From an optimization exercise on the open Yosys and OpenROAD flow, aimed at small area and a short achievable clock period; shortcuts taken in it are not production practice.
Where RTL was checked, it was by simulation tests only, not by an equivalence proof against the original.
No functional check of the RTL was part of runs 4 to 6.
Power and IR drop assume default switching activity.

--- flow/config.mk ---
export PLATFORM = sky130hd
export DESIGN_NAME = mul_pipe
export DESIGN_NICKNAME = mul_pipe
export VERILOG_FILES = /design/flow/design.v
export SDC_FILE = /design/flow/constraint.sdc
export NUM_CORES = 4
export LEC_CHECK = 0
export CAP_MARGIN = 20
export CORE_MARGIN = 2
export CORE_UTILIZATION = 60
export CTS_BUF_LIST = sky130_fd_sc_hd__clkbuf_4 sky130_fd_sc_hd__clkbuf_8
export CTS_CLUSTER_DIAMETER = 60
export CTS_CLUSTER_SIZE = 30
export SETUP_SLACK_MARGIN = 3.3
export SLEW_MARGIN = 20
--- flow/constraint.sdc ---
create_clock -name core_clock -period 5.0 [get_ports {clk_59}]
set_input_delay 1.0000 -clock core_clock [delete_from_list [all_inputs] [get_ports {clk_59}]]
set_output_delay 1.0000 -clock core_clock [all_outputs]
set_load 0.01 [all_outputs]
--- flow/design.v ---
module mul_pipe(
	input [15:0] numA59,
	input [15:0] numB59,
	input clk_59,
	input reset_59,
	output reg [15:0] Acc_result_59
);
wire z1 = (numA59 == 16'h0000) | (numB59 == 16'h0000);
wire s1 = numA59[15] ^ numB59[15];
wire [4:0] e1 = numA59[14:10] + numB59[14:10] + 5'd17;
wire [10:0] bb = {1'b1, numB59[9:0]};
wire [4:0] one1, two1, neg1;
genvar gi;
generate for (gi = 0; gi < 5; gi = gi + 1) begin : benc
	wire b0 = (gi == 0) ? 1'b0 : bb[2*gi-1];
	wire b1 = bb[2*gi];
	wire b2 = bb[2*gi+1];
	assign one1[gi] = b1 ^ b0;
	assign two1[gi] = (b2 & ~b1 & ~b0) | (~b2 & b1 & b0);
	assign neg1[gi] = b2 & ~(b1 & b0);
end endgenerate
reg z2, s2; reg [4:0] e2; reg [9:0] ma2; reg [4:0] one2, two2, neg2; reg b9_2;
always @(posedge clk_59) begin
	z2 <= z1; s2 <= s1; e2 <= e1; ma2 <= numA59[9:0];
	one2 <= one1; two2 <= two1; neg2 <= neg1; b9_2 <= numB59[9];
end
wire pp1 = ((one2[0] & ma2[0])) ^ neg2[0];
wire pp2 = ((one2[0] & ma2[1]) | (two2[0] & ma2[0])) ^ neg2[0];
wire pp3 = ((one2[0] & ma2[2]) | (two2[0] & ma2[1])) ^ neg2[0];
wire pp4 = ((one2[0] & ma2[3]) | (two2[0] & ma2[2])) ^ neg2[0];
wire pp5 = ((one2[0] & ma2[4]) | (two2[0] & ma2[3])) ^ neg2[0];
wire pp6 = ((one2[0] & ma2[5]) | (two2[0] & ma2[4])) ^ neg2[0];
wire pp7 = ((one2[0] & ma2[6]) | (two2[0] & ma2[5])) ^ neg2[0];
wire pp8 = ((one2[0] & ma2[7]) | (two2[0] & ma2[6])) ^ neg2[0];
wire pp9 = ((one2[0] & ma2[8]) | (two2[0] & ma2[7])) ^ neg2[0];
wire pp10 = ((one2[0] & ma2[9]) | (two2[0] & ma2[8])) ^ neg2[0];
wire pp11 = (one2[0] | (two2[0] & ma2[9])) ^ neg2[0];
wire pp12 = (two2[0]) ^ neg2[0];
wire pp13 = ((one2[1] & ma2[0])) ^ neg2[1];
wire pp14 = ((one2[1] & ma2[1]) | (two2[1] & ma2[0])) ^ neg2[1];
wire pp15 = ((one2[1] & ma2[2]) | (two2[1] & ma2[1])) ^ neg2[1];
wire pp16 = ((one2[1] & ma2[3]) | (two2[1] & ma2[2])) ^ neg2[1];
wire pp17 = ((one2[1] & ma2[4]) | (two2[1] & ma2[3])) ^ neg2[1];
wire pp18 = ((one2[1] & ma2[5]) | (two2[1] & ma2[4])) ^ neg2[1];
wire pp19 = ((one2[1] & ma2[6]) | (two2[1] & ma2[5])) ^ neg2[1];
wire pp20 = ((one2[1] & ma2[7]) | (two2[1] & ma2[6])) ^ neg2[1];
wire pp21 = ((one2[1] & ma2[8]) | (two2[1] & ma2[7])) ^ neg2[1];
wire pp22 = ((one2[1] & ma2[9]) | (two2[1] & ma2[8])) ^ neg2[1];
wire pp23 = (one2[1] | (two2[1] & ma2[9])) ^ neg2[1];
wire pp24 = (two2[1]) ^ neg2[1];
wire pp25 = ((one2[2] & ma2[0])) ^ neg2[2];
wire pp26 = ((one2[2] & ma2[1]) | (two2[2] & ma2[0])) ^ neg2[2];
wire pp27 = ((one2[2] & ma2[2]) | (two2[2] & ma2[1])) ^ neg2[2];
wire pp28 = ((one2[2] & ma2[3]) | (two2[2] & ma2[2])) ^ neg2[2];
wire pp29 = ((one2[2] & ma2[4]) | (two2[2] & ma2[3])) ^ neg2[2];
wire pp30 = ((one2[2] & ma2[5]) | (two2[2] & ma2[4])) ^ neg2[2];
wire pp31 = ((one2[2] & ma2[6]) | (two2[2] & ma2[5])) ^ neg2[2];
wire pp32 = ((one2[2] & ma2[7]) | (two2[2] & ma2[6])) ^ neg2[2];
wire pp33 = ((one2[2] & ma2[8]) | (two2[2] & ma2[7])) ^ neg2[2];
wire pp34 = ((one2[2] & ma2[9]) | (two2[2] & ma2[8])) ^ neg2[2];
wire pp35 = (one2[2] | (two2[2] & ma2[9])) ^ neg2[2];
wire pp36 = (two2[2]) ^ neg2[2];
wire pp37 = ((one2[3] & ma2[0])) ^ neg2[3];
wire pp38 = ((one2[3] & ma2[1]) | (two2[3] & ma2[0])) ^ neg2[3];
wire pp39 = ((one2[3] & ma2[2]) | (two2[3] & ma2[1])) ^ neg2[3];
wire pp40 = ((one2[3] & ma2[3]) | (two2[3] & ma2[2])) ^ neg2[3];
wire pp41 = ((one2[3] & ma2[4]) | (two2[3] & ma2[3])) ^ neg2[3];
wire pp42 = ((one2[3] & ma2[5]) | (two2[3] & ma2[4])) ^ neg2[3];
wire pp43 = ((one2[3] & ma2[6]) | (two2[3] & ma2[5])) ^ neg2[3];
wire pp44 = ((one2[3] & ma2[7]) | (two2[3] & ma2[6])) ^ neg2[3];
wire pp45 = ((one2[3] & ma2[8]) | (two2[3] & ma2[7])) ^ neg2[3];
wire pp46 = ((one2[3] & ma2[9]) | (two2[3] & ma2[8])) ^ neg2[3];
wire pp47 = (one2[3] | (two2[3] & ma2[9])) ^ neg2[3];
wire pp48 = (two2[3]) ^ neg2[3];
wire pp49 = ((one2[4] & ma2[0])) ^ neg2[4];
wire pp50 = ((one2[4] & ma2[1]) | (two2[4] & ma2[0])) ^ neg2[4];
wire pp51 = ((one2[4] & ma2[2]) | (two2[4] & ma2[1])) ^ neg2[4];
wire pp52 = ((one2[4] & ma2[3]) | (two2[4] & ma2[2])) ^ neg2[4];
wire pp53 = ((one2[4] & ma2[4]) | (two2[4] & ma2[3])) ^ neg2[4];
wire pp54 = ((one2[4] & ma2[5]) | (two2[4] & ma2[4])) ^ neg2[4];
wire pp55 = ((one2[4] & ma2[6]) | (two2[4] & ma2[5])) ^ neg2[4];
wire pp56 = ((one2[4] & ma2[7]) | (two2[4] & ma2[6])) ^ neg2[4];
wire pp57 = ((one2[4] & ma2[8]) | (two2[4] & ma2[7])) ^ neg2[4];
wire pp58 = ((one2[4] & ma2[9]) | (two2[4] & ma2[8])) ^ neg2[4];
wire pp59 = (one2[4] | (two2[4] & ma2[9])) ^ neg2[4];
wire pp60 = (two2[4]) ^ neg2[4];
wire nn61 = ~neg2[0];
wire nn62 = ~neg2[1];
wire nn63 = ~neg2[2];
wire nn64 = ~neg2[3];
wire nn65 = ~neg2[4];
wire pr66 = ~b9_2 & ma2[0];
wire pr67 = b9_2 ? ma2[0] : ma2[1];
wire pr68 = b9_2 ? ma2[1] : ma2[2];
wire pr69 = b9_2 ? ma2[2] : ma2[3];
wire pr70 = b9_2 ? ma2[3] : ma2[4];
wire pr71 = b9_2 ? ma2[4] : ma2[5];
wire pr72 = b9_2 ? ma2[5] : ma2[6];
wire pr73 = b9_2 ? ma2[6] : ma2[7];
wire pr74 = b9_2 ? ma2[7] : ma2[8];
wire pr75 = b9_2 ? ma2[8] : ma2[9];
wire pr76 = b9_2 ? ma2[9] : 1'b1;
wire pr77 = b9_2;
wire s78 = neg2[1] ^ pp3;
wire c79 = neg2[1] & pp3;
wire s80 = pp4 ^ pp14;
wire c81 = pp4 & pp14;
wire s82 = neg2[2] ^ pp5 ^ pp15;
wire c83 = (neg2[2] & pp5) | (neg2[2] & pp15) | (pp5 & pp15);
wire s84 = pp25 ^ c81;
wire c85 = pp25 & c81;
wire s86 = pp6 ^ pp16 ^ pp26;
wire c87 = (pp6 & pp16) | (pp6 & pp26) | (pp16 & pp26);
wire s88 = c83 ^ c85;
wire c89 = c83 & c85;
wire s90 = neg2[3] ^ pp7 ^ pp17;
wire c91 = (neg2[3] & pp7) | (neg2[3] & pp17) | (pp7 & pp17);
wire s92 = pp27 ^ pp37 ^ c87;
wire c93 = (pp27 & pp37) | (pp27 & c87) | (pp37 & c87);
wire s94 = s90 ^ c89;
wire c95 = s90 & c89;
wire s96 = pp8 ^ pp18 ^ pp28;
wire c97 = (pp8 & pp18) | (pp8 & pp28) | (pp18 & pp28);
wire s98 = pp38 ^ c91 ^ s96;
wire c99 = (pp38 & c91) | (pp38 & s96) | (c91 & s96);
wire s100 = neg2[4] ^ pp9 ^ pp19;
wire c101 = (neg2[4] & pp9) | (neg2[4] & pp19) | (pp9 & pp19);
wire s102 = pp29 ^ pp39 ^ pp49;
wire c103 = (pp29 & pp39) | (pp29 & pp49) | (pp39 & pp49);
wire s104 = c97 ^ s100 ^ s102;
wire c105 = (c97 & s100) | (c97 & s102) | (s100 & s102);
wire s106 = pp10 ^ pp20 ^ pp30;
wire c107 = (pp10 & pp20) | (pp10 & pp30) | (pp20 & pp30);
wire s108 = pp40 ^ pp50 ^ c101;
wire c109 = (pp40 & pp50) | (pp40 & c101) | (pp50 & c101);
wire s110 = c103 ^ s106;
wire c111 = c103 & s106;
wire s112 = pr66 ^ pp11 ^ pp21;
wire c113 = (pr66 & pp11) | (pr66 & pp21) | (pp11 & pp21);
wire s114 = pp31 ^ pp41 ^ pp51;
wire c115 = (pp31 & pp41) | (pp31 & pp51) | (pp41 & pp51);
wire s116 = c107 ^ s112 ^ s114;
wire c117 = (c107 & s112) | (c107 & s114) | (s112 & s114);
wire s118 = pr67 ^ pp12 ^ pp22;
wire c119 = (pr67 & pp12) | (pr67 & pp22) | (pp12 & pp22);
wire s120 = pp32 ^ pp42 ^ pp52;
wire c121 = (pp32 & pp42) | (pp32 & pp52) | (pp42 & pp52);
wire s122 = c113 ^ c115 ^ s118;
wire c123 = (c113 & c115) | (c113 & s118) | (c115 & s118);
wire s124 = neg2[0] ^ pr68 ^ pp23;
wire c125 = (neg2[0] & pr68) | (neg2[0] & pp23) | (pr68 & pp23);
wire s126 = pp33 ^ pp43 ^ pp53;
wire c127 = (pp33 & pp43) | (pp33 & pp53) | (pp43 & pp53);
wire s128 = c119 ^ c121 ^ s124;
wire c129 = (c119 & c121) | (c119 & s124) | (c121 & s124);
wire s130 = neg2[0] ^ pr69 ^ pp24;
wire c131 = (neg2[0] & pr69) | (neg2[0] & pp24) | (pr69 & pp24);
wire s132 = pp34 ^ pp44 ^ pp54;
wire c133 = (pp34 & pp44) | (pp34 & pp54) | (pp44 & pp54);
wire s134 = c125 ^ c127 ^ s130;
wire c135 = (c125 & c127) | (c125 & s130) | (c127 & s130);
wire s136 = nn61 ^ nn62 ^ pr70;
wire c137 = (nn61 & nn62) | (nn61 & pr70) | (nn62 & pr70);
wire s138 = pp35 ^ pp45 ^ pp55;
wire c139 = (pp35 & pp45) | (pp35 & pp55) | (pp45 & pp55);
wire s140 = s136 ^ c131 ^ c133;
wire c141 = (s136 & c131) | (s136 & c133) | (c131 & c133);
wire s142 = ~(pr71 ^ pp36);
wire c143 = pr71 | pp36;
wire s144 = pp46 ^ pp56 ^ c137;
wire c145 = (pp46 & pp56) | (pp46 & c137) | (pp56 & c137);
wire s146 = s142 ^ c139;
wire c147 = s142 & c139;
wire s148 = s144 ^ s146;
wire c149 = s144 & s146;
wire s150 = nn63 ^ pr72 ^ pp47;
wire c151 = (nn63 & pr72) | (nn63 & pp47) | (pr72 & pp47);
wire s152 = pp57 ^ c143 ^ s150;
wire c153 = (pp57 & c143) | (pp57 & s150) | (c143 & s150);
wire s154 = c145 ^ c147;
wire c155 = c145 & c147;
wire s156 = ~(pr73 ^ pp48);
wire c157 = pr73 | pp48;
wire s158 = pp58 ^ s156 ^ c151;
wire c159 = (pp58 & s156) | (pp58 & c151) | (s156 & c151);
wire s160 = nn64 ^ pr74 ^ pp59;
wire c161 = (nn64 & pr74) | (nn64 & pp59) | (pr74 & pp59);
wire s162 = c157 ^ s160;
wire c163 = c157 & s160;
wire s164 = ~(pr75 ^ pp60);
wire c165 = pr75 | pp60;
wire s166 = s164 ^ c161;
wire c167 = s164 & c161;
wire s168 = nn65 ^ pr76 ^ c165;
wire c169 = (nn65 & pr76) | (nn65 & c165) | (pr76 & c165);
wire s170 = ~pr77;
wire [5:0] lowsum = {1'b0, s82, c79, pp13, pp2, pp1} + {1'b0, s84, s80, s78, 1'b0, neg2[0]};
reg [43:0] t3; reg z3, s3; reg [4:0] e3;
always @(posedge clk_59) begin
	z3 <= z2; s3 <= s2; e3 <= e2;
	t3 <= {s170, c169, s168, c167, s166, c163, s162, c159, c155, c153, s158, s154, c149, s152, s148, c141, s140, c135, s138, s134, c129, s132, s128, c123, s126, s122, c117, s120, s116, c109, c111, c105, s108, s110, s104, c99, s98, c95, c93, s94, s92, lowsum[5], s88, s86};
end
wire s171 = t3[0] ^ t3[1];
wire c172 = t3[0] & t3[1];
wire s173 = t3[3] ^ t3[4];
wire c174 = t3[3] & t3[4];
wire s175 = t3[5] ^ t3[6] ^ t3[7];
wire c176 = (t3[5] & t3[6]) | (t3[5] & t3[7]) | (t3[6] & t3[7]);
wire s177 = t3[8] ^ t3[9];
wire c178 = t3[8] & t3[9];
wire s179 = t3[10] ^ t3[11] ^ t3[12];
wire c180 = (t3[10] & t3[11]) | (t3[10] & t3[12]) | (t3[11] & t3[12]);
wire s181 = t3[13] ^ t3[14] ^ t3[15];
wire c182 = (t3[13] & t3[14]) | (t3[13] & t3[15]) | (t3[14] & t3[15]);
wire s183 = t3[16] ^ t3[17] ^ t3[18];
wire c184 = (t3[16] & t3[17]) | (t3[16] & t3[18]) | (t3[17] & t3[18]);
wire s185 = t3[19] ^ t3[20] ^ t3[21];
wire c186 = (t3[19] & t3[20]) | (t3[19] & t3[21]) | (t3[20] & t3[21]);
wire s187 = t3[22] ^ t3[23] ^ t3[24];
wire c188 = (t3[22] & t3[23]) | (t3[22] & t3[24]) | (t3[23] & t3[24]);
wire s189 = t3[25] ^ t3[26] ^ t3[27];
wire c190 = (t3[25] & t3[26]) | (t3[25] & t3[27]) | (t3[26] & t3[27]);
wire s191 = t3[28] ^ t3[29];
wire c192 = t3[28] & t3[29];
wire s193 = t3[30] ^ t3[31] ^ t3[32];
wire c194 = (t3[30] & t3[31]) | (t3[30] & t3[32]) | (t3[31] & t3[32]);
wire s195 = t3[33] ^ t3[34] ^ t3[35];
wire c196 = (t3[33] & t3[34]) | (t3[33] & t3[35]) | (t3[34] & t3[35]);
wire s197 = t3[36] ^ t3[37];
wire c198 = t3[36] & t3[37];
wire s199 = t3[38] ^ t3[39];
wire c200 = t3[38] & t3[39];
wire s201 = t3[40] ^ t3[41];
wire c202 = t3[40] & t3[41];
wire s203 = t3[42] ^ t3[43];
wire c204 = t3[42] & t3[43];
wire [16:5] sl3 = {1'b0, c190, c188, c186, c184, c182, c180, c178, c176, c174, c172, t3[2]} + {1'b0, s191, s189, s187, s185, s183, s181, s179, s177, s175, s173, s171};
reg [15:10] pl4; reg cs4; reg [21:16] xh4, yh4; reg z4, s4; reg [4:0] e4;
always @(posedge clk_59) begin
	z4 <= z3; s4 <= s3; e4 <= e3; pl4 <= sl3[15:10]; cs4 <= sl3[16];
	xh4 <= {c202, c200, c198, c196, c194, c192}; yh4 <= {s203, s201, s199, s197, s195, s193};
end
wire [6:0] ph4c = {xh4, cs4} + {yh4, cs4};
wire [21:16] ph4 = ph4c[6:1];
wire [21:10] q4 = {ph4, pl4};
wire [9:0] m4 = q4[21] ? q4[20:11] : q4[19:10];
wire [4:0] e4p = e4 + 5'd1;
wire [4:0] x4 = q4[21] ? e4p : e4;
always @(posedge clk_59) begin
	Acc_result_59 <= z4 ? 16'h0000 : {s4, x4, m4};
end
endmodule
--- flow/flow/run.sh ---
#!/bin/bash
# Standard ORFS layout, with plain buffers (instead of the default delay-style
# buffer) on the input and output ports.
set -euo pipefail
export BUFFER_PORTS_ARGS="-buffer_cell sky130_fd_sc_hd__buf_1"
bash standard.sh synth > synth.log 2>&1
bash standard.sh > layout.log 2>&1
--- flow/standard.sh ---
#!/bin/bash
# synth_recipe.tcl (not shown) runs the flow's synth.tcl, then flattens the netlist and writes it again
# the make line also repeats each setting of config.mk as NAME=value (left out here)
make -C /OpenROAD-flow-scripts/flow DESIGN_CONFIG=/design/flow/config.mk WORK_HOME=/design/flow/orfs CLKGATE_MAP_FILE= SYNTH_SCRIPT=/design/flow/synth_recipe.tcl "${@:-finish}"
==> results.py, run 1 <==
metrics = {
    "sta": {
        "hold_slack_ns": 0.331,
        "tns_ns": 0,
        "hold_viol_final": 0,
        "max_freq_mhz": 469,
        "rsz0062_at_grt": "yes",
        "maxSlewHeadroom": 0.462,
        "fin_skew_ns": 0.0146,
        "slew_viol_final": 0,
        "period_share": 0.426,
        "finalSetupViolations": 0,
        "tightestPinTransition_ns": 0.806,
        "final.min_clock_period_ns": 2.13,
    },
    "route": {
        "drtPass1Iterations": 5,
        "routed_wl_mm": 18.0,
        "ant_nets": 0,
        "viasPerCell": 5.97,
        "wl_per_cell_um": 21.8,
        "vias": 4951,
        "first_iter_violations": 385,
        "drc": 0,
    },
    "die": {
        "die_area_um2": 11200,
        "row_count": 37,
        "die-height_um": 106,
        "ioPinCount": 50,
        "start_util": 0.610,
        "core_area_um2": 10200,
        "die_w_um": 106,
    },
    "placement": {
        "detailed_place_hpwl_mm": 8.71,
        "gp_congestion": 0.867,
        "place_area_um2": 6800,
        "portBuffers": 48,
    },
    "global_route": {
        "grt_max_degree": 18,
        "met3_usage": 0.0649,
        "grtUsageMet1": 0.344,
        "grt.total_usage": 0.274,
        "grt_pass1_vias": 4670,
        "grt_antenna_before_repair": 0,
        "grt_pass1_wl_mm": 23.5,
        "busiest_layer": "met2",
        "grt_overflow": 0,
        "use_met2": 0.453,
    },
    "yosys": {
        "async_flop_share": 0,
        "synth_fp_nets": 691,
        "synth_cell_types": 44,
        "synth_area_per_cell_um2": 11.0,
        "yosysSeqAreaShare": 0.406,
        "synth_cells": 563,
        "synth_warnings": 1,
        "synth_area_um2": 6210,
        "synth_edf_count": 0,
        "ys_ff_latch": 126,
        "ys.flop_type": "dfxtp_1",
    },
    "critical_path": {
        "path_delay_family": "adder cells",
        "crit_path_max_incr_delay_ns": 0.53,
        "cp_max_fo": 7,
        "crit_required_ns": 5.33,
        "crit_chain": "buf_4 > a22oi_2 > xnor2_1 > fa_2 > inv_2 > ha_4 > a21o_1",
        "cp.arrival_ns": 2.46,
        "startpoint_type": "flip-flop",
        "critPathBufInv": 2,
        "path_class": "reg2reg",
        "end_kind": "flip-flop",
        "cp_slowest_cell": "fa_2",
    },
    "worst_hold_path": {
        "hold_path.class": "reg2reg",
    },
    "cts": {
        "cts_sinks": 126,
        "cts_tree": "yes",
        "cts_buffers": 17,
        "clk_latency_ns": 0.44,
        "holdBufCountCts": 0,
        "root_buffer": "clkbuf_8",
        "clkSlewWorstSetupHoldPaths_ns": 0.08,
        "clockBufferDepth": 2,
        "cts_max_level": 4,
    },
    "pwr": {
        "p_sw_uw": 2030,
        "finalPower_uw": 5360,
        "p_per_area_nw_per_um2": 600,
        "peakVddDrop_uv": 454,
        "seqPwrFrac": 0.293,
        "combPwrFrac": 0.529,
        "p_leak_uw": 0.00360,
        "p_sw_frac": 0.378,
        "pwr-share-clk": 0.179,
        "p_int_uw": 3340,
    },
    "job": {
        "drv_cap": 0,
    },
    "layout": {
        "syn_to_final_growth_pct": 43.8,
        "nets": 808,
        "final_common_cell": "dfxtp_1",
        "num_antenna_cells": 0,
        "finalInstanceArea_um2": 8930,
        "n_fill_cell": 433,
        "final_cell_mix": "dfxtp_1, buf_4, xnor2_1, a22oi_2, buf_1",
        "seqCellArea_um2": 2630,
        "multi_input_comb_area_um2": 4490,
        "drive_gt1_frac": 0.504,
    },
    "run_status": {
        "status": "complete, no violations",
    },
}
-- cell type report --
| cell class | count | area share |
|---|---|---|
| clock buffers | 20 | 0.0308 |
| repair buffers | 129 | 0.118 |
| inverters | 41 | 0.0181 |
| clock inverters | 12 | 0.0174 |
| flip-flops and latches | 126 | 0.294 |
| multi-input cells | 365 | 0.503 |
| well taps | 136 | 0.0190 |
-- sequential cells by signal, indices dropped and copies added, names as in the netlist --
name and flops:
t3 44, Acc_result_59 16, ma2 10, pl4 6, xh4 6, yh4 6
e2 5, e3 5, e4 5, neg2 5, one2 5, two2 5
b9_2 1, cs4 1, s2 1, s3 1, s4 1, z2 1
z3 1, z4 1
-- worst paths after layout --
path | startpoint | to | slack, ns | cells past startpoint
max | one2[0] | t3[2] | 2.87 | 7
min reg2reg | z3 | z4 | 0.33 | 0
max reg2reg | one2[0] | t3[2] | 2.87 | 7
min | z3 | z4 | 0.33 | 0
-- power groups by stage --
stage | registers, µW | clock network, µW | logic [µW]
global route | 1600 | 1010 | 3090
global placement | 1570 | 0 | 1950
floorplan | 1530 | 0 | 1680
detailed placement | 1580 | 0 | 2020
CTS | 1540 | 960 | 2320
finish | 1570 | 959 | 2840
-- metrics by stage --
| step | setup WS [ns] | utilization | cells |
|---|---|---|---|
| 6_report | 2.87 | 0.877 | 829 |
| 3_5_place_dp | 2.56 | 0.668 | 715 |
| 3_3_place_gp | 2.58 | 0.668 | 715 |
| 2_1_floorplan | 3.00 | - | 563 |
| 5_1_grt | 2.82 | 0.877 | 829 |
| 4_1_cts | 2.97 | 0.807 | 801 |
-- synth_stat cells, types with 2 or more instances --
cell type	count	area share
a211oi_1	2	0.0024
a21o_1	8	0.0097
a21oi_1	28	0.023
a22oi_1	44	0.053
a311oi_1	2	0.0028
buf_1	2	0.0012
buf_2	3	0.0024
clkbuf_1	27	0.016
dfxtp_1	126	0.41
fa_1	43	0.14
ha_1	51	0.10
inv_1	41	0.025
mux2_2	3	0.0054
mux2i_1	6	0.0097
nand2_1	9	0.0054
nand2b_1	8	0.0081
nand3_1	14	0.011
nand3b_1	4	0.0048
nand4_1	4	0.0040
nor2_1	5	0.0030
nor2b_1	9	0.0091
nor3_1	2	0.0016
nor4_1	8	0.0081
o21ai_0	9	0.0073
o21ai_1	10	0.0081
o21bai_1	2	0.0024
o31ai_1	2	0.0024
or3b_2	2	0.0028
or4_1	2	0.0024
xnor2_1	61	0.086
xor2_1	13	0.018
-- routing by layer --
layer	vias up	wire, µm
met5	-	0
met4	0	871
met3	86	1210
met2	269	8800
met1	2426	7160
li1	2170	-
-- kinds of logic (layout without fill, tap and decap cells) --
kind of cell	after synthesis	count (layout)	share of synthesized area
muxes	10	10	0.0169
and+or+nand+nor	72	73	0.0657
DFF	126	126	0.406
AOI/OAI and AO/OA	114	114	0.121
adders and majority gates	94	94	0.241
buffers and inverters	73	202	0.0447
xor gates and xnor gates	74	74	0.104
-- repair_timing --
action | in CTS | in global routing
pin swaps | 56 | 76
hold endpoints to repair | 0 | 0
resized for setup | 142 | 91
setup buffers | 53 | 27
setup endpoints to repair | 82 | 71
cloned | 1 | 1
==> inputs of run 2 (changes only) <==
--- a/flow/config.mk
+++ b/flow/config.mk
@@ -11,5 +11,5 @@
 export CTS_BUF_LIST = sky130_fd_sc_hd__clkbuf_4 sky130_fd_sc_hd__clkbuf_8
 export CTS_CLUSTER_DIAMETER = 60
 export CTS_CLUSTER_SIZE = 30
-export SETUP_SLACK_MARGIN = 3.3
+export SETUP_SLACK_MARGIN = 3.15
 export SLEW_MARGIN = 20
==> run 2 against run 1 <==
Count of clock-buffer cells in the layout fell by 3. Combinational power fell by 4%. Wire length fell by 14%. Largest power group unchanged. Final cell count fell by 1.7%. First-iteration DRC count fell by 14%. Critical path type unchanged. Highest routed layer unchanged. Final area fell by 6.1%.
==> results.py, run 2 <==
metrics = {
    "yosys": {
        "synthMuxAreaShare": 0.0169,
        "synth_cell_types": 44,
        "synth-xor-area-share": 0.104,
        "synth_area_per_cell_um2": 11.0,
        "synth_edf_count": 0,
        "synthSimpleGateAreaFrac": 0.0657,
        "synth.most_common_cell": "dfxtp_1",
        "synth_common_cells": "dfxtp_1, xnor2_1, ha_1, a22oi_1, fa_1",
        "yosysSeqAreaShare": 0.406,
        "netlist.area_leader.share": 0.406,
        "synth_area_um2": 6210,
        "synth_fp_nets": 691,
        "synth_top_family_by_area": "adder cells",
        "yosysTopAreaCell": "dfxtp_1",
        "ys.flop_type": "dfxtp_1",
        "ys_ff_latch": 126,
        "synth_compound_area_frac": 0.121,
        "synthAdderAreaFrac": 0.241,
        "async_flop_share": 0,
        "ys_top_cells_by_area": "dfxtp_1, fa_1, ha_1, xnor2_1, a22oi_1",
        "synth_warnings": 1,
        "synth_cells": 563,
    },
    "critical_path": {
        "cp.arrival_ns": 2.40,
        "path_delay_family": "adder cells",
        "r2r_setup_slack_ns": 2.91,
        "cp_max_fo": 7,
        "path_class": "reg2reg",
        "crit_chain": "buf_4 > a22oi_1 > xnor2_1 > ha_1 > ha_1 > ha_1 > a21o_1",
        "cp_slowest_cell": "dfxtp_4",
        "startpoint_type": "flip-flop",
        "end_kind": "flip-flop",
        "crit_required_ns": 5.31,
        "crit_top_cell": "ha_1",
        "crit_path_max_incr_delay_ns": 0.40,
        "critPathBufInv": 1,
    },
    "sta": {
        "finalSetupViolations": 0,
        "hold_slack_ns": 0.330,
        "maxSlewHeadroom": 0.446,
        "period_share": 0.417,
        "hold_viol_final": 0,
        "fin_skew_ns": 0.0173,
        "worst_slack_ns": 2.91,
        "slew_viol_final": 0,
        "tightestPinTransition_ns": 0.830,
        "tns_ns": 0,
        "max_freq_mhz": 479,
        "final.min_clock_period_ns": 2.09,
        "rsz0062_at_grt": "yes",
    },
    "die": {
        "die_w_um": 106,
        "ioPinCount": 50,
        "start_util": 0.610,
        "row_count": 37,
        "die-height_um": 106,
        "core_area_um2": 10200,
        "die_area_um2": 11200,
    },
    "layout": {
        "layout.cells.non_filler": 815,
        "largest_reg_flops": 44,
        "reg_top3": "t3 x44, Acc_result_59 x16, ma2 x10",
        "top_register": "t3",
        "seqCellArea_um2": 2630,
        "final_cell_mix": "dfxtp_1, buf_4, xnor2_1, ha_1, inv_1",
        "syn_to_final_growth_pct": 35.1,
        "drive_gt1_frac": 0.432,
        "final_common_cell": "dfxtp_1",
        "num_antenna_cells": 0,
        "nets": 794,
        "multi_input_comb_area_um2": 4200,
        "n_fill_cell": 564,
    },
    "route": {
        "routed_wl_mm": 15.4,
        "drtPass1Iterations": 4,
        "first_iter_violations": 331,
        "viasPerCell": 5.64,
        "vias": 4598,
        "ant_nets": 0,
        "drc": 0,
        "wl_per_cell_um": 18.9,
    },
    "cts": {
        "cts_buffers": 17,
        "holdBufCountCts": 0,
        "cts_sinks": 126,
        "clkSlewWorstSetupHoldPaths_ns": 0.08,
        "clk_latency_ns": 0.44,
        "clockBufferDepth": 2,
        "root_buffer": "clkbuf_8",
        "cts_tree": "yes",
        "cts_max_level": 4,
    },
    "global_route": {
        "grt_pass1_vias": 4382,
        "grt.total_usage": 0.257,
        "grt_overflow": 0,
        "grt_antenna_before_repair": 0,
        "grt_max_degree": 18,
        "grt_pass1_wl_mm": 22.0,
    },
    "worst_hold_path": {
        "hold_path.class": "reg2reg",
    },
    "placement": {
        "place_ws_ns": 2.51,
        "portBuffers": 48,
        "dp.cells": 716,
        "gp_congestion": 0.835,
        "detailed_place_hpwl_mm": 8.93,
    },
    "pwr": {
        "p_leak_uw": 0.00344,
        "peakVddDrop_uv": 371,
        "p_per_area_nw_per_um2": 623,
        "finalPower_uw": 5220,
    },
    "run_status": {
        "status": "complete, no violations",
    },
    "job": {
        "drv_cap": 0,
    },
}
-- run 2: cell counts after synthesis --
No cell type changed its count.
-- run 2: area by class of cell --
cell class / count / area share
clock buffers: 17 / 0.0279
clock inverters: 15 / 0.0221
inverters: 41 / 0.0192
multi-input cells: 364 / 0.500
flip-flops and latches: 126 / 0.313
well taps: 136 / 0.0203
repair buffers: 116 / 0.0968
-- run 2: report_power, final --
part / leakage [µW] / switching, µW / internal, µW
combinational: 0.00217 / 1350 / 1380
clock: 0.000201 / 430 / 500
sequential: 0.00107 / 200 / 1360
total: 0.00344 / 1980 / 3250
-- run 2: logic make-up (layout without fill, tap and decap cells) --
group / after synthesis / in the layout
AO/OA/AOI/OAI: 114 / 114
flip-flops: 126 / 126
AND/OR/NAND/NOR: 72 / 72
multiplexers: 10 / 10
buffers and inverters: 73 / 189
adder cells (fa/ha/maj): 94 / 94
XOR/XNOR: 74 / 74
-- run 2: path summary, 6_finish.rpt --
path / start / endpoint / cells after the start
max: two2[1] / t3[2] / 7
min reg2reg: z3 / z4 / 0
min: z3 / z4 / 0
max reg2reg: two2[1] / t3[2] / 7
-- run 2: routing by layer --
metal | track usage | part of all wire | wire (µm) | vias to the layer above
li1 | - | - | - | 2140
met2 | 0.429 | 0.50 | 7650 | 166
met1 | 0.335 | 0.42 | 6500 | 2247
met3 | 0.0575 | 0.055 | 850 | 45
met4 | 0.0818 | 0.027 | 423 | 0
met5 | 0 | 0 | 0 | -
-- run 2: timing repair --
item | CTS | global route
endpoints found under the setup margin | 76 | 58
buffers inserted | 45 | 22
gates cloned | 0 | 0
resized for setup | 139 | 90
pin swaps | 62 | 56
-- run 2: stage by stage --
step                       util  instance area, µm²
final                     0.824                8390
after global routing      0.824                8390
after CTS                 0.766                7810
after detailed placement  0.648                6600
after global placement    0.648                6600
after floorplan               -                6430
-- run 2: worst register-to-register path, cell delays in order, from the launching register on --
cell     delay (ns)
dfxtp_4        0.40
buf_4          0.19
a22oi_1        0.24
xnor2_1        0.14
ha_1           0.21
ha_1           0.28
ha_1           0.30
a21o_1         0.21
==> inputs of run 3 (changes only) <==
==> flow/flow/run.sh (replaced) <==
#!/bin/bash
# Standard ORFS layout, with plain buffers (instead of the default delay-style
# buffer) on the input and output ports.
set -euo pipefail
export BUFFER_PORTS_ARGS="-buffer_cell sky130_fd_sc_hd__buf_2"
bash standard.sh synth > synth.log 2>&1
bash standard.sh > layout.log 2>&1
==> flow/config.mk (replaced) <==
export PLATFORM = sky130hd
export DESIGN_NAME = mul_pipe
export DESIGN_NICKNAME = mul_pipe
export VERILOG_FILES = /design/flow/design.v
export SDC_FILE = /design/flow/constraint.sdc
export NUM_CORES = 4
export LEC_CHECK = 0
export CAP_MARGIN = 20
export CORE_MARGIN = 2
export CORE_UTILIZATION = 40
export SETUP_SLACK_MARGIN = 3.0
export SLEW_MARGIN = 20
==> run 3 against run 2 <==
Largest cell class unchanged. Wire length is 15% lower. Register-to-register slack hardly changed. Non-clock buffer count is 39 lower. Via count is 7.0% lower. Clock power is 38% higher. Combinational power is about 10% lower. Critical path depth is 2 higher. Largest power group unchanged. Maximum frequency is 0.23% lower. Die area is 48% higher. Worst hold slack worse by 0.0086 ns. Sequential share of layout area is 1.7 points higher.
==> results.py, run 3 <==
metrics = {
    "pwr": {
        "peakVddDrop_uv": 287,
        "p_per_area_nw_per_um2": 669,
        "p_sw_frac": 0.362,
        "combPwrFrac": 0.464,
        "p_int_uw": 3370,
        "pwr-share-clk": 0.242,
        "seqPwrFrac": 0.294,
        "p_sw_uw": 1910,
        "p_leak_uw": 0.00333,
    },
    "critical_path": {
        "cp_max_fo": 6,
        "crit_top_cell": "buf_4",
        "crit_path_max_incr_delay_ns": 0.38,
        "r2r_setup_slack_ns": 2.91,
        "startpoint": "cs4",
        "crit_chain": "inv_2 > fa_2 > nand2b_4 > a2111oi_4 > buf_4 > nor2_4 > buf_4 > a21oi_1 > nor3_1",
        "critPathBufInv": 3,
        "r2r_cells": 9,
        "path_class": "reg2reg",
        "end_kind": "flip-flop",
        "worstSetupEndpoint": "Acc_result_59[10]",
        "r2r-end": "Acc_result_59[10]",
        "crit_required_ns": 5.26,
        "cp.arrival_ns": 2.35,
        "timing.rr.start": "cs4",
        "startpoint_type": "flip-flop",
        "cp_slowest_cell": "fa_2",
        "path_delay_family": "compound AO/OA/AOI/OAI gates",
        "crit_cells": 9,
    },
    "die": {
        "die-height_um": 129,
        "die_area_um2": 16500,
        "row_count": 45,
        "start_util": 0.409,
        "die_w_um": 129,
        "ioPinCount": 50,
        "core_area_um2": 15200,
    },
    "yosys": {
        "synth.most_common_cell": "dfxtp_1",
        "synth_cell_types": 44,
        "yosysSeqAreaShare": 0.406,
        "async_flop_share": 0,
        "ys_ff_latch": 126,
        "synth_common_cells": "dfxtp_1, xnor2_1, ha_1, a22oi_1, fa_1",
        "ys.flop_type": "dfxtp_1",
        "synth_area_per_cell_um2": 11.0,
        "netlist.area_leader.share": 0.406,
        "synth_edf_count": 0,
        "synth_fp_nets": 691,
        "yosysTopAreaCell": "dfxtp_1",
        "synth_area_um2": 6210,
        "synth_warnings": 1,
        "synth_cells": 563,
        "ys_top_cells_by_area": "dfxtp_1, fa_1, ha_1, xnor2_1, a22oi_1",
    },
    "cts": {
        "cts_buffers": 17,
        "clockBufferDepth": 2,
        "cts_sinks": 126,
        "cts_tree": "yes",
        "root_buffer": "clkbuf_16",
        "clk_latency_ns": 0.41,
        "cts_max_level": 4,
        "clkSlewWorstSetupHoldPaths_ns": 0.06,
    },
    "global_route": {
        "grt_max_degree": 18,
        "use_met2": 0.271,
        "grt_overflow": 0,
        "busiest_layer": "met2",
        "grt_pass1_vias": 4353,
        "grt.total_usage": 0.163,
        "grt_pass1_wl_mm": 21.2,
        "grtUsageMet1": 0.206,
        "grt_antenna_before_repair": 0,
        "met3_usage": 0.0445,
    },
    "sta": {
        "fin_skew_ns": 0.0114,
        "tightestPinTransition_ns": 0.863,
        "slew_viol_final": 0,
        "maxSlewHeadroom": 0.424,
        "finalSetupViolations": 0,
        "period_share": 0.418,
        "final.min_clock_period_ns": 2.09,
        "max_freq_mhz": 478,
        "tns_ns": 0,
        "rsz0062_at_grt": "yes",
        "hold_viol_final": 0,
    },
    "placement": {
        "portBuffers": 48,
        "place_area_um2": 6630,
        "gp_congestion": 0.861,
        "detailed_place_hpwl_mm": 9.23,
    },
    "route": {
        "drtPass1Iterations": 5,
        "viasPerCell": 5.16,
        "routed_wl_mm": 13.1,
        "wl_per_cell_um": 15.8,
        "drc": 0,
        "first_iter_violations": 180,
        "ant_nets": 0,
        "vias": 4275,
    },
    "layout": {
        "nets": 756,
        "final_cell_mix": "dfxtp_1, xnor2_1, buf_2, a22oi_1, ha_1",
        "reg_top3": "t3 x44, Acc_result_59 x16, ma2 x10",
        "final_util": 0.519,
        "finalInstanceArea_um2": 7900,
        "top_register": "t3",
        "syn_to_final_growth_pct": 27.1,
        "largest_reg_flops": 44,
        "final_common_cell": "dfxtp_1",
        "drive_gt1_frac": 0.328,
        "num_antenna_cells": 0,
    },
    "worst_hold_path": {
        "hold_path.class": "reg2reg",
        "worstHoldStart": "e3[4]",
    },
    "run_status": {
        "status": "complete, no violations",
    },
    "job": {
        "drv_cap": 0,
    },
}
run 3: cell counts after synthesis:
Identical to the previous run, type by type.
run 3: through the flow:
stage	hold slack (ns)	setup WS [ns]	power [µW]	instances
4_1_cts	0.324	2.92	4990	810
6_report	0.322	2.91	5280	829
3_3_place_gp	0.309	2.56	3340	768
3_5_place_dp	0.312	2.50	3410	768
2_1_floorplan	0.310	2.92	2950	563
5_1_grt	0.330	2.82	5690	829
run 3: kinds of logic (layout without fill, tap and decap cells):
kind of cell             Yosys count  after routing  share of synthesized area
AND/OR/NAND/NOR                   72             73                     0.0657
AO/OA/AOI/OAI                    114            114                      0.121
adder cells (fa/ha/maj)           94             94                      0.241
multiplexers                      10             10                     0.0169
XOR/XNOR                          74             74                      0.104
flip-flops                       126            126                      0.406
buffers and inverters             73            150                     0.0447
run 3: repair_timing:
| item | CTS | global route |
|---|---|---|
| cloned | 0 | 2 |
| hold buffers | 0 | 0 |
| setup buffers | 10 | 17 |
| gates resized for setup | 62 | 56 |
| pin swaps | 19 | 26 |
| endpoints found under the setup margin | 52 | 29 |
run 3: metal layers:
layer  up-vias  part of all wire
li1       2063                 -
met1      2064              0.44
met2       125              0.48
met3        23             0.050
met4         0             0.022
met5         -                 0
run 3: power by group through the flow:
stage          logic (µW)  registers [µW]  clock network (µW)
2_1_floorplan        1430            1520                   0
3_3_place_gp         1790            1550                   0
3_5_place_dp         1840            1560                   0
4_1_cts              2130            1540                1320
5_1_grt              2730            1590                1370
6_report             2450            1550                1280
run 3: worst reg2reg max path, cell delays in order, from the launching register on:
cell,delay [ns]
dfxtp_2,0.34
inv_2,0.04
fa_2,0.38
nand2b_4,0.18
a2111oi_4,0.34
buf_4,0.20
nor2_4,0.07
buf_4,0.17
a21oi_1,0.14
nor3_1,0.07
run 3: worst min-delay path by stage:
stage | to | slack [ns] | cells after the start
6_report | e4[4] | 0.32 | 0
5_1_grt | e4[4] | 0.33 | 0
4_1_cts | e4[4] | 0.32 | 0
3_5_place_dp | z4 | 0.31 | 0
3_3_place_gp | s4 | 0.31 | 0
2_1_floorplan | e3[0] | 0.31 | 0
run 3: layout make-up:
cell class / count / area [µm²]
repair buffers: 77 / 483
inverters: 41 / 161
well taps: 188 / 235
multi-input cells: 365 / 3790
fillers: 1340 / 7310
flip-flops and latches: 126 / 2610
clock buffers: 17 / 425
clock inverters: 15 / 195
==> inputs of run 4 (changes only) <==
--- a/flow/design.v
+++ b/flow/design.v
@@ -234,18 +234,13 @@
 wire c202 = t3[40] & t3[41];
 wire s203 = t3[42] ^ t3[43];
 wire c204 = t3[42] & t3[43];
-wire [16:5] sl3 = {1'b0, c190, c188, c186, c184, c182, c180, c178, c176, c174, c172, t3[2]} + {1'b0, s191, s189, s187, s185, s183, s181, s179, s177, s175, s173, s171};
-reg [15:10] pl4; reg cs4; reg [21:16] xh4, yh4; reg z4, s4; reg [4:0] e4;
-always @(posedge clk_59) begin
-	z4 <= z3; s4 <= s3; e4 <= e3; pl4 <= sl3[15:10]; cs4 <= sl3[16];
-	xh4 <= {c202, c200, c198, c196, c194, c192}; yh4 <= {s203, s201, s199, s197, s195, s193};
-end
-wire [6:0] ph4c = {xh4, cs4} + {yh4, cs4};
-wire [21:16] ph4 = ph4c[6:1];
-wire [21:10] q4 = {ph4, pl4};
+wire [22:5] sl3 = {1'b0, c202, c200, c198, c196, c194, c192, c190, c188, c186, c184, c182, c180, c178, c176, c174, c172, t3[2]} + {1'b0, s203, s201, s199, s197, s195, s193, s191, s189, s187, s185, s183, s181, s179, s177, s175, s173, s171};
+reg [21:10] q4; reg z4, s4; reg [4:0] e4;
+always @(posedge clk_59) begin
+	z4 <= z3; s4 <= s3; e4 <= e3; q4 <= sl3[21:10];
+end
 wire [9:0] m4 = q4[21] ? q4[20:11] : q4[19:10];
-wire [4:0] e4p = e4 + 5'd1;
-wire [4:0] x4 = q4[21] ? e4p : e4;
+wire [4:0] x4 = e4 + {4'd0, q4[21]};
 always @(posedge clk_59) begin
 	Acc_result_59 <= z4 ? 16'h0000 : {s4, x4, m4};
 end
==> flow/run.sh (new file) <==
#!/bin/bash
# synth_recipe.tcl (not shown) runs the flow's synth.tcl, then flattens the netlist and writes it again
# the make line also repeats each setting of config.mk as NAME=value (left out here)
make -C /OpenROAD-flow-scripts/flow DESIGN_CONFIG=/design/flow/config.mk WORK_HOME=/design/flow/orfs CLKGATE_MAP_FILE= SYNTH_SCRIPT=/design/flow/synth_recipe.tcl finish
--- a/flow/config.mk
+++ b/flow/config.mk
@@ -8,5 +8,4 @@
 export CAP_MARGIN = 20
 export CORE_MARGIN = 2
 export CORE_UTILIZATION = 40
-export SETUP_SLACK_MARGIN = 3.0
 export SLEW_MARGIN = 20
removed: flow/flow/run.sh
removed: flow/standard.sh
==> run 4 against run 3 <==
Core utilization is 3.5 points lower. Global-route usage is 0.19 points lower. Highest routed layer unchanged. Synthesized cell count is 2.7% lower. Power is 8.0% lower. Area after synthesis is 1.3% lower. Register-to-register slack worse by 0.48 ns. Still clean.
==> results.py, run 4 <==
metrics = {
    "route": {
        "routed_wl_mm": 12.1,
        "first_iter_violations": 282,
        "wl_per_cell_um": 15.4,
        "ant_nets": 0,
        "drtPass1Iterations": 4,
        "drc": 0,
        "viasPerCell": 4.99,
        "vias": 3909,
    },
    "yosys": {
        "yosysTopAreaCell": "dfxtp_1",
        "synth_warnings": 1,
        "yosysSeqAreaShare": 0.389,
        "ys_top_cells_by_area": "dfxtp_1, fa_1, ha_1, xnor2_1, a22oi_1",
        "synth_cells": 548,
        "synth_common_cells": "dfxtp_1, xnor2_1, ha_1, a22oi_1, fa_1",
        "ys_ff_latch": 119,
        "synth.most_common_cell": "dfxtp_1",
        "synth_fp_nets": 676,
        "ys.flop_type": "dfxtp_1",
        "async_flop_share": 0,
        "netlist.area_leader.share": 0.389,
        "synth_area_per_cell_um2": 11.2,
        "synth_cell_types": 43,
        "synth_area_um2": 6130,
        "synth_edf_count": 0,
    },
    "critical_path": {
        "cp_slowest_cell": "dfxtp_1",
        "r2r_setup_slack_ns": 2.43,
        "cp_max_fo": 11,
        "end_kind": "flip-flop",
        "startpoint_type": "flip-flop",
        "r2r_cells": 5,
        "path_class": "reg2reg",
        "r2r-end": "t3[15]",
        "timing.rr.start": "neg2[2]",
        "cp.arrival_ns": 2.84,
        "crit_path_max_incr_delay_ns": 0.77,
        "crit_chain": "inv_1 > xnor2_1 > fa_1 > inv_1 > fa_1",
        "crit_required_ns": 5.27,
    },
    "placement": {
        "gp_congestion": 0.901,
        "detailed_place_hpwl_mm": 8.89,
        "portBuffers": 48,
        "place_ws_ns": 2.35,
        "dp.cells": 754,
    },
    "cts": {
        "clkSlewWorstSetupHoldPaths_ns": 0.05,
        "cts_sinks": 119,
        "root_buffer": "clkbuf_16",
        "cts_max_level": 4,
        "cts_setup_buffers": 0,
        "clk_latency_ns": 0.41,
        "holdBufCountCts": 0,
        "cts_tree": "yes",
        "cts_resized": 0,
        "clockBufferDepth": 2,
        "cts_buffers": 17,
    },
    "die": {
        "die_w_um": 128,
        "die_area_um2": 16300,
        "start_util": 0.406,
        "ioPinCount": 50,
        "die-height_um": 128,
        "row_count": 45,
        "core_area_um2": 15100,
    },
    "worst_hold_path": {
        "hold_path.class": "reg2reg",
        "holdPathStages": 0,
        "worstHoldStart": "e3[4]",
        "holdPathEnd": "e4[4]",
    },
    "sta": {
        "finalSetupViolations": 0,
        "hold_viol_final": 0,
        "slew_viol_final": 0,
        "tightestPinTransition_ns": 0.880,
        "fin_skew_ns": 0.00747,
        "maxSlewHeadroom": 0.413,
        "worst_slack_ns": 2.43,
        "max_freq_mhz": 389,
        "final.min_clock_period_ns": 2.57,
        "tns_ns": 0,
        "period_share": 0.514,
        "rsz0062_at_grt": "no",
    },
    "pwr": {
        "peakVddDrop_uv": 291,
        "p_per_area_nw_per_um2": 665,
        "p_leak_uw": 0.00311,
    },
    "layout": {
        "final_common_cell": "dfxtp_1",
        "layout.cells.non_filler": 784,
        "drive_gt1_frac": 0.0705,
        "final_cell_mix": "dfxtp_1, xnor2_1, ha_1, clkdlybuf4s50_1, a22oi_1",
        "num_antenna_cells": 0,
        "n_fill_cell": 1381,
        "top_register": "t3",
        "largest_reg_flops": 44,
        "syn_to_final_growth_pct": 19.3,
        "nets": 713,
        "final_util": 0.484,
        "reg_top3": "t3 x44, Acc_result_59 x16, q4 x12",
    },
    "job": {
        "drv_cap": 0,
    },
    "global_route": {
        "grt_max_degree": 17,
        "grt.total_usage": 0.161,
        "grt_pass1_wl_mm": 20.4,
        "grt_antenna_before_repair": 0,
        "grt_overflow": 0,
        "grt_pass1_vias": 4083,
    },
    "run_status": {
        "status": "complete, no violations",
    },
}
## run 4: cell types whose count changed in the layout (fill, tap and decap cells not counted), moves of 8 or more
cell             previous run  this run
buf_4                      25         0
buf_2                      50         0
a21oi_2                     9         1
ha_1                       42        52
clkdlybuf4s50_1             0        48
dfxtp_1                    94       119
dfxtp_4                    17         0
dfxtp_2                    15         0
mux2i_1                     6        17
nor2_1                      3        21
## run 4: cell families (layout without fill, tap and decap cells)
group           Yosys count  after routing  share of synthesized area
flops                   119            119                      0.389
fa+ha+maj                94             94                      0.243
xor+xnor                 75             75                      0.107
simple gates             74             74                     0.0631
compound gates           98             98                      0.120
buf+inv                  67            115                     0.0423
mux                      21             21                     0.0351
## run 4: cell type report
class | count | area, µm² | area share
Clock buffer | 21 | 460 | 0.0630
Sequential cell | 119 | 2380 | 0.326
Clock inverter | 9 | 126 | 0.0173
Inverter | 37 | 139 | 0.0190
Timing Repair Buffer | 48 | 480 | 0.0657
Multi-Input combinational cell | 362 | 3490 | 0.477
Tap cell | 188 | 235 | 0.0322
## run 4: how the worst max path moves through the flow
| stage | start | endpoint | slack (ns) | cells past startpoint |
|---|---|---|---|---|
| finish | neg2[2] | t3[15] | 2.43 | 5 |
| CTS | neg2[2] | t3[15] | 2.48 | 5 |
| floorplan | t3[5] | q4[19] | 2.76 | 9 |
| global placement | numA59[12] | e2[4] | 2.36 | 6 |
| detailed placement | numA59[12] | e2[4] | 2.35 | 6 |
| global route | neg2[2] | t3[15] | 2.37 | 5 |
## run 4: where the power goes
part | total, µW | leakage, µW | switching [µW] | internal, µW
combinational | 2180 | 0.00182 | 1110 | 1070
sequential | 1480 | 0.00100 | 195 | 1290
clock | 1190 | 0.000289 | 395 | 799
total | 4860 | 0.00311 | 1700 | 3160
## run 4: worst max-delay path, delay by kind of cell, from the launching register on
family | cells | cell delay [ns]
flops | 1 | 0.77
fa+ha+maj | 2 | 1.03
buf+inv | 2 | 0.39
xor+xnor | 1 | 0.24
## run 4: metal layers
metal  up-vias  GRT usage  part of all wire
li1       1937          -                 -
met1      1868      0.203              0.46
met2        86      0.260              0.48
met3        18     0.0426             0.038
met4         0     0.0730             0.018
met5         -          0                 0
## run 4: per-stage QoR
step                power [µW]  hold slack (ns)  area [µm²]
floorplan                 3140            0.310        6130
global route              5300            0.330        7310
finish                    4860            0.323        7310
detailed placement        3690            0.313        6720
CTS                       4910            0.324        7310
global placement          3650            0.310        6720
==> inputs of run 5 (changes only) <==
--- a/flow/design.v
+++ b/flow/design.v
@@ -240,7 +240,8 @@
 	z4 <= z3; s4 <= s3; e4 <= e3; q4 <= sl3[21:10];
 end
 wire [9:0] m4 = q4[21] ? q4[20:11] : q4[19:10];
-wire [4:0] x4 = e4 + {4'd0, q4[21]};
+wire [4:0] e4p = e4 + 5'd1;
+wire [4:0] x4 = q4[21] ? e4p : e4;
 always @(posedge clk_59) begin
 	Acc_result_59 <= z4 ? 16'h0000 : {s4, x4, m4};
 end
--- a/flow/config.mk
+++ b/flow/config.mk
@@ -8,4 +8,5 @@
 export CAP_MARGIN = 20
 export CORE_MARGIN = 2
 export CORE_UTILIZATION = 40
+export SETUP_SLACK_MARGIN = 3.0
 export SLEW_MARGIN = 20
==> run 5 against run 4 <==
Combinational power grew 24%. Flip-flop and latch count is the same. Critical endpoint is now q4[21]. Clock power shrank 8%. Register-to-register slack gained 0.18 ns. Die area grew 0.32%. Sequential power is essentially flat. Still clean on timing, DRC and antenna. Final area grew 6.6%.
==> results.py, run 5 <==
metrics = {
    "run_status": {
        "status": "complete, no violations",
    },
    "cts": {
        "clkSlewWorstSetupHoldPaths_ns": 0.05,
        "root_buffer": "clkbuf_16",
        "cts_sinks": 119,
        "cts_max_level": 4,
        "cts_buffers": 17,
        "holdBufCountCts": 0,
        "clk_latency_ns": 0.41,
        "cts_tree": "yes",
        "clockBufferDepth": 2,
    },
    "worst_hold_path": {
        "worstHoldStart": "e2[0]",
        "hold_path.class": "reg2reg",
        "holdPathStages": 0,
        "holdPathEnd": "e3[0]",
    },
    "sta": {
        "period_share": 0.478,
        "rsz0062_at_grt": "yes",
        "hold_viol_final": 0,
        "worst_slack_ns": 2.61,
        "tightestPinTransition_ns": 0.780,
        "slew_viol_final": 0,
        "finalSetupViolations": 0,
        "fin_skew_ns": 0.00895,
        "final.min_clock_period_ns": 2.39,
        "tns_ns": 0,
        "maxSlewHeadroom": 0.479,
        "max_freq_mhz": 419,
    },
    "route": {
        "vias": 4189,
        "first_iter_violations": 273,
        "drc": 0,
        "ant_nets": 0,
        "viasPerCell": 5.08,
        "routed_wl_mm": 12.8,
        "drtPass1Iterations": 4,
        "wl_per_cell_um": 15.5,
    },
    "die": {
        "start_util": 0.407,
        "die_area_um2": 16400,
        "ioPinCount": 50,
        "die_w_um": 128,
        "die-height_um": 128,
        "core_area_um2": 15100,
        "row_count": 45,
    },
    "yosys": {
        "async_flop_share": 0,
        "synth_area_per_cell_um2": 10.8,
        "synth_cell_types": 44,
        "yosysSeqAreaShare": 0.387,
        "synth_fp_nets": 694,
        "synth.most_common_cell": "dfxtp_1",
        "ys.flop_type": "dfxtp_1",
        "yosysTopAreaCell": "dfxtp_1",
        "ys_top_cells_by_area": "dfxtp_1, fa_1, ha_1, xnor2_1, a22oi_1",
        "synth_cells": 567,
        "ys_ff_latch": 119,
        "synth_area_um2": 6150,
        "netlist.area_leader.share": 0.387,
        "synth_common_cells": "dfxtp_1, xnor2_1, ha_1, a22oi_1, fa_1",
        "synth_edf_count": 0,
        "synth_warnings": 1,
    },
    "placement": {
        "place_ws_ns": 2.41,
        "portBuffers": 48,
        "detailed_place_hpwl_mm": 9.31,
        "place_area_um2": 6800,
        "gp_congestion": 0.869,
    },
    "critical_path": {
        "startpoint_type": "flip-flop",
        "crit_required_ns": 5.28,
        "r2r_cells": 9,
        "timing.rr.start": "t3[5]",
        "r2r_setup_slack_ns": 2.61,
        "path_class": "reg2reg",
        "cp.arrival_ns": 2.67,
        "cp_max_fo": 6,
        "startpoint": "t3[5]",
        "end_kind": "flip-flop",
        "r2r-end": "q4[21]",
    },
    "global_route": {
        "grt_pass1_vias": 4355,
        "grt_overflow": 0,
        "grt_pass1_wl_mm": 20.8,
        "grt.total_usage": 0.166,
        "grt_antenna_before_repair": 0,
        "grt_max_degree": 17,
    },
    "layout": {
        "num_antenna_cells": 0,
        "nets": 750,
        "n_fill_cell": 1319,
        "drive_gt1_frac": 0.195,
        "final_common_cell": "dfxtp_1",
        "top_register": "t3",
        "final_cell_mix": "dfxtp_1, xnor2_1, a22oi_1, fa_1, ha_1",
        "largest_reg_flops": 44,
        "reg_top3": "t3 x44, Acc_result_59 x16, q4 x12",
        "syn_to_final_growth_pct": 26.7,
        "finalInstanceArea_um2": 7790,
    },
    "pwr": {
        "p_leak_uw": 0.00320,
        "p_per_area_nw_per_um2": 678,
        "seqPwrFrac": 0.282,
        "p_sw_uw": 1960,
        "p_int_uw": 3330,
        "combPwrFrac": 0.512,
        "pwr-share-clk": 0.207,
        "finalPower_uw": 5280,
        "p_sw_frac": 0.370,
        "peakVddDrop_uv": 333,
    },
    "job": {
        "drv_cap": 0,
    },
}
==> run 5: critical path: stages, from the launching register on <==
cell and delay (ns):
dfxtp_2 0.32, inv_2 0.04, fa_1 0.54, inv_2 0.05, ha_4 0.15, a311oi_2 0.25
o21bai_2 0.13, a221o_2 0.41, o311ai_2 0.26, nand4_1 0.11
==> run 5: how the worst max path moves through the flow <==
stage                         to  slack, ns  cells past startpoint
final                     q4[21]       2.61                      9
after global routing      q4[20]       2.50                      9
after CTS                 q4[21]       2.58                      9
after detailed placement   e2[4]       2.41                      6
after global placement     e2[3]       2.43                      5
after floorplan           q4[21]       2.70                      8
==> run 5: through the flow <==
step,std cells,hold slack [ns],util
after detailed placement,770,0.314,0.450
after global placement,770,0.313,0.450
after CTS,813,0.328,0.504
final,824,0.326,0.516
after global routing,824,0.329,0.516
after floorplan,567,0.310,-
==> run 5: per-layer routing <==
layer / routed length, µm / up-vias / track usage
met5: 0 / - / 0
met3: 583 / 17 / 0.0459
met4: 209 / 0 / 0.0821
met1: 5880 / 1998 / 0.207
met2: 6130 / 113 / 0.265
li1: - / 2061 / -
==> run 5: repair_timing <==
action                     in CTS  in global routing
pin swaps                      13                 13
cloned                          0                  0
setup endpoints to repair      61                 34
resized for setup              78                 37
setup buffers                  11                 11
==> run 5: cells by family after synthesis <==
kind of cell	synth area share
flip-flops	0.387
adder cells (fa/ha/maj)	0.241
buffers and inverters	0.0425
AND/OR/NAND/NOR	0.0753
XOR/XNOR	0.110
multiplexers	0.0332
AO/OA/AOI/OAI	0.111
==> run 5: cell type report <==
class / count / area (µm²) / share of cell area
multi-input cells: 379 / 3740 / 0.480
clock buffers: 19 / 453 / 0.0581
clock inverters: 13 / 101 / 0.0130
inverters: 36 / 143 / 0.0183
flip-flops and latches: 119 / 2450 / 0.315
well taps: 188 / 235 / 0.0302
repair buffers: 70 / 668 / 0.0857
==> run 5: power groups by stage <==
stage | registers (µW) | logic (µW) | clock network [µW]
3_5_place_dp | 1520 | 2230 | 0
4_1_cts | 1500 | 2590 | 1120
5_1_grt | 1520 | 3000 | 1160
2_1_floorplan | 1440 | 1760 | 0
6_report | 1490 | 2700 | 1090
3_3_place_gp | 1500 | 2210 | 0
==> inputs of run 6 (changes only) <==
--- a/flow/config.mk
+++ b/flow/config.mk
@@ -5,6 +5,7 @@
 export SDC_FILE = /design/flow/constraint.sdc
 export NUM_CORES = 4
 export LEC_CHECK = 0
+export ABC_CLOCK_PERIOD_IN_PS = 1800
 export CAP_MARGIN = 20
 export CORE_MARGIN = 2
 export CORE_UTILIZATION = 40
==> run 6 against run 5 <==
Highest routed layer unchanged. Maximum frequency did not move. Flip-flop and latch count is the same. Critical endpoint unchanged. Area after synthesis unchanged. Critical path type unchanged. Final area did not move. Global-route usage unchanged. Worst hold slack unchanged. Still clean on timing, DRC and antenna. Count of clock-buffer cells in the layout unchanged. Clock power about the same. Via count unchanged.
==> results.py, run 6 <==
metrics = {
    "route": {
        "ant_nets": 0,
        "wl_per_cell_um": 15.5,
        "first_iter_violations": 273,
        "viasPerCell": 5.08,
        "vias": 4189,
        "drc": 0,
        "drtPass1Iterations": 4,
        "routed_wl_mm": 12.8,
    },
    "yosys": {
        "synth_edf_count": 0,
        "yosysTopAreaCell": "dfxtp_1",
        "synth_fp_nets": 694,
        "synth.most_common_cell": "dfxtp_1",
        "synth_area_um2": 6150,
        "yosysSeqAreaShare": 0.387,
        "synth_common_cells": "dfxtp_1, xnor2_1, ha_1, a22oi_1, fa_1",
        "netlist.area_leader.share": 0.387,
        "async_flop_share": 0,
        "synth_warnings": 1,
        "ys_ff_latch": 119,
        "synth_area_per_cell_um2": 10.8,
        "synth_cells": 567,
        "ys_top_cells_by_area": "dfxtp_1, fa_1, ha_1, xnor2_1, a22oi_1",
        "synth_cell_types": 44,
        "ys.flop_type": "dfxtp_1",
    },
    "layout": {
        "largest_reg_flops": 44,
        "nets": 750,
        "finalInstanceArea_um2": 7790,
        "drive_gt1_frac": 0.195,
        "syn_to_final_growth_pct": 26.7,
        "top_register": "t3",
        "reg_top3": "t3 x44, Acc_result_59 x16, q4 x12",
        "seqCellArea_um2": 2450,
        "final_cell_mix": "dfxtp_1, xnor2_1, a22oi_1, fa_1, ha_1",
        "n_fill_cell": 1319,
        "final_util": 0.516,
        "final_common_cell": "dfxtp_1",
        "multi_input_comb_area_um2": 3740,
        "num_antenna_cells": 0,
    },
    "die": {
        "core_area_um2": 15100,
        "die-height_um": 128,
        "ioPinCount": 50,
        "start_util": 0.407,
        "row_count": 45,
        "die_w_um": 128,
        "die_area_um2": 16400,
    },
    "pwr": {
        "p_sw_uw": 1960,
        "peakVddDrop_uv": 333,
        "seqPwrFrac": 0.282,
        "combPwrFrac": 0.512,
        "p_int_uw": 3330,
        "p_per_area_nw_per_um2": 678,
        "pwr-share-clk": 0.207,
        "finalPower_uw": 5280,
        "p_leak_uw": 0.00320,
        "p_sw_frac": 0.370,
    },
    "worst_hold_path": {
        "holdPathStages": 0,
        "worstHoldStart": "e2[0]",
        "hold_path.class": "reg2reg",
    },
    "placement": {
        "place_ws_ns": 2.41,
        "gp_congestion": 0.869,
        "portBuffers": 48,
        "detailed_place_hpwl_mm": 9.31,
        "place_area_um2": 6800,
    },
    "sta": {
        "slew_viol_final": 0,
        "worst_slack_ns": 2.61,
        "final.min_clock_period_ns": 2.39,
        "period_share": 0.478,
        "finalSetupViolations": 0,
        "hold_viol_final": 0,
        "maxSlewHeadroom": 0.479,
        "fin_skew_ns": 0.00895,
        "tns_ns": 0,
        "tightestPinTransition_ns": 0.780,
        "rsz0062_at_grt": "yes",
        "max_freq_mhz": 419,
    },
    "critical_path": {
        "startpoint_type": "flip-flop",
        "cp_max_fo": 6,
        "r2r_cells": 9,
        "r2r_setup_slack_ns": 2.61,
        "cp.arrival_ns": 2.67,
        "crit_required_ns": 5.28,
        "startpoint": "t3[5]",
        "end_kind": "flip-flop",
        "timing.rr.start": "t3[5]",
        "path_class": "reg2reg",
    },
    "global_route": {
        "grt_antenna_before_repair": 0,
        "grt.total_usage": 0.166,
        "grt_max_degree": 17,
        "grt_overflow": 0,
        "grt_pass1_vias": 4355,
        "grt_pass1_wl_mm": 20.8,
    },
    "cts": {
        "cts_max_level": 4,
        "cts_tree": "yes",
        "clkSlewWorstSetupHoldPaths_ns": 0.05,
        "holdBufCountCts": 0,
        "clockBufferDepth": 2,
        "clk_latency_ns": 0.41,
        "cts_sinks": 119,
        "cts_buffers": 17,
        "root_buffer": "clkbuf_16",
    },
    "job": {
        "drv_cap": 0,
    },
    "run_status": {
        "status": "complete, no violations",
    },
}
## run 6: layout make-up
class / instances / area share
Timing Repair Buffer: 70 / 0.0857
Clock inverter: 13 / 0.0130
Tap cell: 188 / 0.0302
Multi-Input combinational cell: 379 / 0.480
Sequential cell: 119 / 0.315
Clock buffer: 19 / 0.0581
Inverter: 36 / 0.0183
## run 6: path summary, 6_finish.rpt
kind                            endpoint
worst max-delay path              q4[21]
worst min-delay path               e3[0]
worst max register to register    q4[21]
worst min register to register     e3[0]
## run 6: kinds of logic (layout without fill, tap and decap cells)
family          after synthesis  in the layout  share of synthesized area
compound gates              100            100                      0.111
xor+xnor                     77             77                      0.110
mux                          20             20                     0.0332
buf+inv                      69            138                     0.0425
fa+ha+maj                    93             93                      0.241
simple gates                 89             89                     0.0753
flops                       119            119                      0.387
## run 6: timing repair
item,4_1_cts,5_1_grt
buffers inserted,11,11
setup endpoints to repair,61,34
resized for setup,78,37
pin swaps,13,13
## run 6: critical path: stages, from the launching register on
cell and delay (ns):
dfxtp_2 0.32, inv_2 0.04, fa_1 0.54, inv_2 0.05, ha_4 0.15, a311oi_2 0.25
o21bai_2 0.13, a221o_2 0.41, o311ai_2 0.26, nand4_1 0.11
## run 6: power by group through the flow
| stage | logic, µW | clock network, µW | registers, µW |
|---|---|---|---|
| after detailed placement | 2230 | 0 | 1520 |
| after floorplan | 1760 | 0 | 1440 |
| after global routing | 3000 | 1160 | 1520 |
| final | 2700 | 1090 | 1490 |
| after CTS | 2590 | 1120 | 1500 |
| after global placement | 2210 | 0 | 1500 |
## run 6: stage by stage
| step | instances | hold WS [ns] |
|---|---|---|
| after floorplan | 567 | 0.310 |
| after global placement | 770 | 0.313 |
| after detailed placement | 770 | 0.314 |
| after CTS | 813 | 0.328 |
| after global routing | 824 | 0.329 |
| final | 824 | 0.326 |
## run 6: metal layers
layer | track usage | vias to the layer above | part of all wire
li1 | - | 2061 | -
met1 | 0.207 | 1998 | 0.46
met2 | 0.265 | 113 | 0.48
met3 | 0.0459 | 17 | 0.046
met4 | 0.0821 | 0 | 0.016
met5 | 0 | - | 0

-- what the ideal ports hide --
The results above use ideal ports. As a check the final layouts listed here were re-extracted and re-timed, cells and wires unchanged. Step 1 sets driving cells, clkbuf_16 on the clock port and buf_2 on the other inputs (assumed; they add their load-dependent delay and slew). Step 2, shift: input delay + t, output delay - t, t = (earliest + latest rising clock arrival at the registers) / 2. This alone moves slack from input paths to output paths. Slacks: no drivers / after step 1 / after step 2; pairs: no drivers / after step 1.
| run | t, ns | setup slack, ns | hold WS [ns] |
|---|---|---|---|
| run 1 | 0.470 | 2.870 / 2.870 / 2.826 | 0.331 / 0.331 / 0.331 |
| run 2 | 0.469 | 2.913 / 2.913 / 2.790 | 0.330 / 0.330 / 0.330 |
| run 3 | 0.444 | 2.908 / 2.908 / 2.815 | 0.322 / 0.322 / 0.322 |
| run 4 | 0.443 | 2.430 / 2.430 / 2.324 | 0.323 / 0.323 / 0.323 |
| run 5 | 0.448 | 2.612 / 2.612 / 2.605 | 0.326 / 0.326 / 0.326 |
| run 6 | 0.448 | 2.612 / 2.612 / 2.605 | 0.326 / 0.326 / 0.326 |
After both steps every run listed still meets setup and hold. For run 2, which loses most, drivers alone change the setup slack by 0.000 ns; drivers and shift together by -0.123 ns.
